What follows belongs to an exercise in optimizing a design on an open flow for small area, a short achievable clock period and few clock cycles per item; a production flow would make more cautious choices.
Function was checked by simulation only, so behaviour that the tests miss may differ from the original.
No activity file was given, so power comes from the tool's default toggle rates.

## build 63
==> flow/design.v (excerpt) <==
module ControlPID(dataf_oo,y_k_i,clk_i,dataf_i,reset,coeff_1,coeff_2,coeff_3, ref_i, servo_o
    );
	 parameter WIDTH=12;
	 input wire clk_i;
	 input wire reset;
	 input wire dataf_i;
	 output wire dataf_oo;
	 output wire signed [WIDTH-1:0] servo_o;
	 input wire [WIDTH-1:0] y_k_i;
	 input signed [WIDTH-1:0] ref_i;
	 input wire signed [WIDTH-1:0] coeff_1;
	 input wire signed [WIDTH-1:0] coeff_2;
	 input wire signed [WIDTH-1:0] coeff_3;
	 function [11:0] ssub(input [11:0] a, input [11:0] b);
		reg [11:0] d;
		begin
			d = a - b;
			if (!a[11] && b[11] && d[11])       ssub = 12'h7FF;
			else if (a[11] && !b[11] && !d[11]) ssub = 12'hFFF;
			else                                ssub = d;
		end
	 endfunction
	 function [11:0] sadd(input [11:0] a, input [11:0] b);
		reg [11:0] s;
		begin
			s = a + b;
			if (!a[11] && !b[11] && s[11])      sadd = 12'h7FF;
			else if (a[11] && b[11] && !s[11])  sadd = 12'hFFF;
  ...
export LEC_CHECK = 0
export ABC_AREA = 1
export CAP_MARGIN = 20
export CORE_MARGIN = 2
export CORE_UTILIZATION = 40
export SLEW_MARGIN = 20
create_clock -name core_clock -period 12.0 [get_ports {clk_i}]
standard.sh (not shown) runs the stock make flow with config.mk's settings and CLKGATE_MAP_FILE= SYNTH_SCRIPT=/design/flow/synth_recipe.tcl, a recipe that flattens the netlist after the stock synthesis.
==> flow/flow/run.sh <==
#!/bin/bash
# Standard layout with two changes:
#  - synthesis leaves adders to ABC (ADDER_MAP_FILE empty: no full/half-adder
#    cell extraction), so ABC maps the whole datapath itself;
#  - the port buffers are buf_4 cells instead of the default choice.
set -euo pipefail
bash standard.sh ADDER_MAP_FILE= "BUFFER_PORTS_ARGS=-buffer_cell sky130_fd_sc_hd__buf_4" finish > standard_flow.log 2>&1
Build 63 was carried through to the last stage, and its layout satisfied the timing, DRC and antenna checks.
Testbench counts of build 63, summed over its fixed seeds: cycles 4,800, items 2,400.
Setup changes, build 63 to build 82
==> flow/flow/run.sh <==
#!/bin/bash
# Standard layout with two changes:
#  - synthesis leaves adders to ABC (ADDER_MAP_FILE empty: no full/half-adder
#    cell extraction), so ABC maps the whole datapath itself;
#  - the port buffers are buf_2 cells instead of the default choice.
set -euo pipefail
bash standard.sh ADDER_MAP_FILE= "BUFFER_PORTS_ARGS=-buffer_cell sky130_fd_sc_hd__buf_2" finish > standard_flow.log 2>&1
-- flow/config.mk --
<<< build 63, line 10
export CORE_MARGIN = 2
export CORE_UTILIZATION = 40
export SLEW_MARGIN = 20
>>> build 82, line 10
export CORE_MARGIN = 2
export CORE_UTILIZATION = 40
export GPL_TIMING_DRIVEN = 1
export SLEW_MARGIN = 20
## What came out
- Going from build 63 to build 82, total number of vias shows a reduction of 117; leakage power total fell by about 0.7%; clock skew after layout now sits higher.
Relative to build 82, the following input files were edited for build 39:
-- flow/config.mk --
<<< build 82, line 10
export CORE_MARGIN = 2
export CORE_UTILIZATION = 40
export GPL_TIMING_DRIVEN = 1
export SLEW_MARGIN = 20
>>> build 39, line 10
export CORE_MARGIN = 2
export CORE_UTILIZATION = 40
export SETUP_SLACK_MARGIN = 5
export SLEW_MARGIN = 20
export TNS_END_PERCENT = 0
==> run summary <==
- For required time reported for the critical path endpoint, build 82 and build 39 come out practically identical.
- Diff build 82 -> build 39 | via count | up by a few percent
- Delay contributed by the slowest stage of the critical path delta for build 39 relative to build 82: 370 ps lower
- Re post-route worst setup slack: build 82 was lower than build 39.
--- input diff build 39..build 94 ---
==> flow/flow/run.sh <==
#!/bin/bash
# Standard layout with these changes:
#  - synthesis leaves adders to ABC (ADDER_MAP_FILE empty: no full/half-adder
#    cell extraction), so ABC maps the whole datapath itself, with
#    flow/abc.script (flow/synth.tcl wraps synth_recipe.tcl to use it);
#  - the port buffers are buf_2 cells instead of the default choice.
set -euo pipefail
export FLOW_ABC_SCRIPT=$PWD/flow/abc.script
export FLOW_SYNTH_TCL=$PWD/synth_recipe.tcl
bash standard.sh ADDER_MAP_FILE= "BUFFER_PORTS_ARGS=-buffer_cell sky130_fd_sc_hd__buf_2" SYNTH_SCRIPT=$PWD/flow/synth.tcl finish > standard_flow.log 2>&1
==> flow/flow/abc.script (new file) <==
strash
dch -f
map -D 4000
topo
stime -c
buffer -c
upsize -c
dnsize -c
==> flow/flow/synth.tcl (new file) <==
# The standard flow's synthesis script (synth_recipe.tcl in the work folder), with ABC run
# on the script in $FLOW_ABC_SCRIPT instead of ORFS's abc_area.script.
proc abc {args} {
  set i [lsearch -exact $args -script]
  if {$i >= 0} { set args [lreplace $args [expr {$i + 1}] [expr {$i + 1}] $::env(FLOW_ABC_SCRIPT)] }
  yosys abc {*}$args
}
source $::env(FLOW_SYNTH_TCL)
-- flow/config.mk --
<<< build 39, line 10
export CORE_MARGIN = 2
export CORE_UTILIZATION = 40
export SETUP_SLACK_MARGIN = 5
export SLEW_MARGIN = 20
export TNS_END_PERCENT = 0
>>> build 94, line 10
export CORE_MARGIN = 2
export CORE_UTILIZATION = 40
export SLEW_MARGIN = 20
Notes after the runs:
Sequential power for build 94: about 3% down relative to build 39. Per the final summary, build 94 finished and its layout is clean on timing, DRC and antenna. Both conditions hold for build 39: the flow ran to the end and the final layout passed the timing, DRC and antenna checks. Summary — area of the mapped netlist, build 94 relative to build 39: lower, by about 10%. Diff build 94 and build 39: routed wire length lower in build 94. Number of filler cells placed in the layout of build 94 falls short of that of build 39 by a few percent. The detailed-placement wirelength estimate in build 94 is 0.851 times that in build 39.
diff inputs: build 94 => build 93
==> flow/flow/run.sh <==
#!/bin/bash
# Standard layout with two changes:
#  - synthesis leaves adders to ABC (ADDER_MAP_FILE empty: no full/half-adder
#    cell extraction), so ABC maps the whole datapath itself;
#  - the port buffers are buf_2 cells instead of the default choice.
set -euo pipefail
bash standard.sh ADDER_MAP_FILE= "BUFFER_PORTS_ARGS=-buffer_cell sky130_fd_sc_hd__buf_2" finish > standard_flow.log 2>&1
-- flow/config.mk --
<<< build 94, line 9
export CAP_MARGIN = 20
export CORE_MARGIN = 2
export CORE_UTILIZATION = 40
export SLEW_MARGIN = 20
>>> build 93, line 9
export CAP_MARGIN = 20
export CORE_MARGIN = 2
export CORE_UTILIZATION = 65
export PLACE_DENSITY = 0.75
export SLEW_MARGIN = 20
removed: flow/flow/abc.script
removed: flow/flow/synth.tcl
[summary]
- Changes observed in build 93 relative to build 94: slew at the pin closest to its max-slew limit down 140 ps, sequential power up about 3%.
- met4 as the uppermost metal layer occupied by signal nets was reported by build 93, and met5 by build 94.
- Looking at combinational power, build 93 sits below build 94.
- The met1 global-route usage in build 93 was higher than what build 94 gave.
- Going from build 94 to build 93, maximum frequency now sits higher; total power went down; share of post-route cells with drive strength above 1 grew by 0.37 points.
- Sort build 94 and build 93 by signal arrival time at the worst endpoint, ascending, and build 93 comes first.

-- static timing again, ports no longer ideal --
How much do the figures lean on ideal ports? The routed layouts below were timed once more, with nothing changed but the port constraints. Step 1 assumes that a clkbuf_16 drives the clock port and a buf_2 every other input. Step 2, shift: input delay + t, output delay - t, t = (earliest + latest rising clock arrival at the registers) / 2. This alone moves slack from input paths to output paths. a / b / c = no drivers / after step 1 / after step 2; a / b = the first two.
| run | shift t [ns] | setup slack, ns | worst setup path after step 2 | slew at the worst register clock pin (ns) |
|---|---|---|---|---|
| build 63 | 0.359 | 4.337 / 4.362 / 4.003 | input to register | 0.08 / 0.08 |
| build 82 | 0.348 | 4.159 / 4.184 / 3.836 | input to register | 0.08 / 0.08 |
| build 39 | 0.348 | 5.087 / 5.099 / 4.751 | input to register | 0.08 / 0.08 |
| build 94 | 0.358 | 2.637 / 2.666 / 2.307 | input to register | 0.08 / 0.08 |
| build 93 | 0.350 | 4.115 / 4.145 / 3.796 | input to register | 0.08 / 0.08 |
After both steps every run listed still meets setup and hold. For build 39, which loses most, drivers alone change the setup slack by +0.012 ns; drivers and shift together by -0.336 ns.
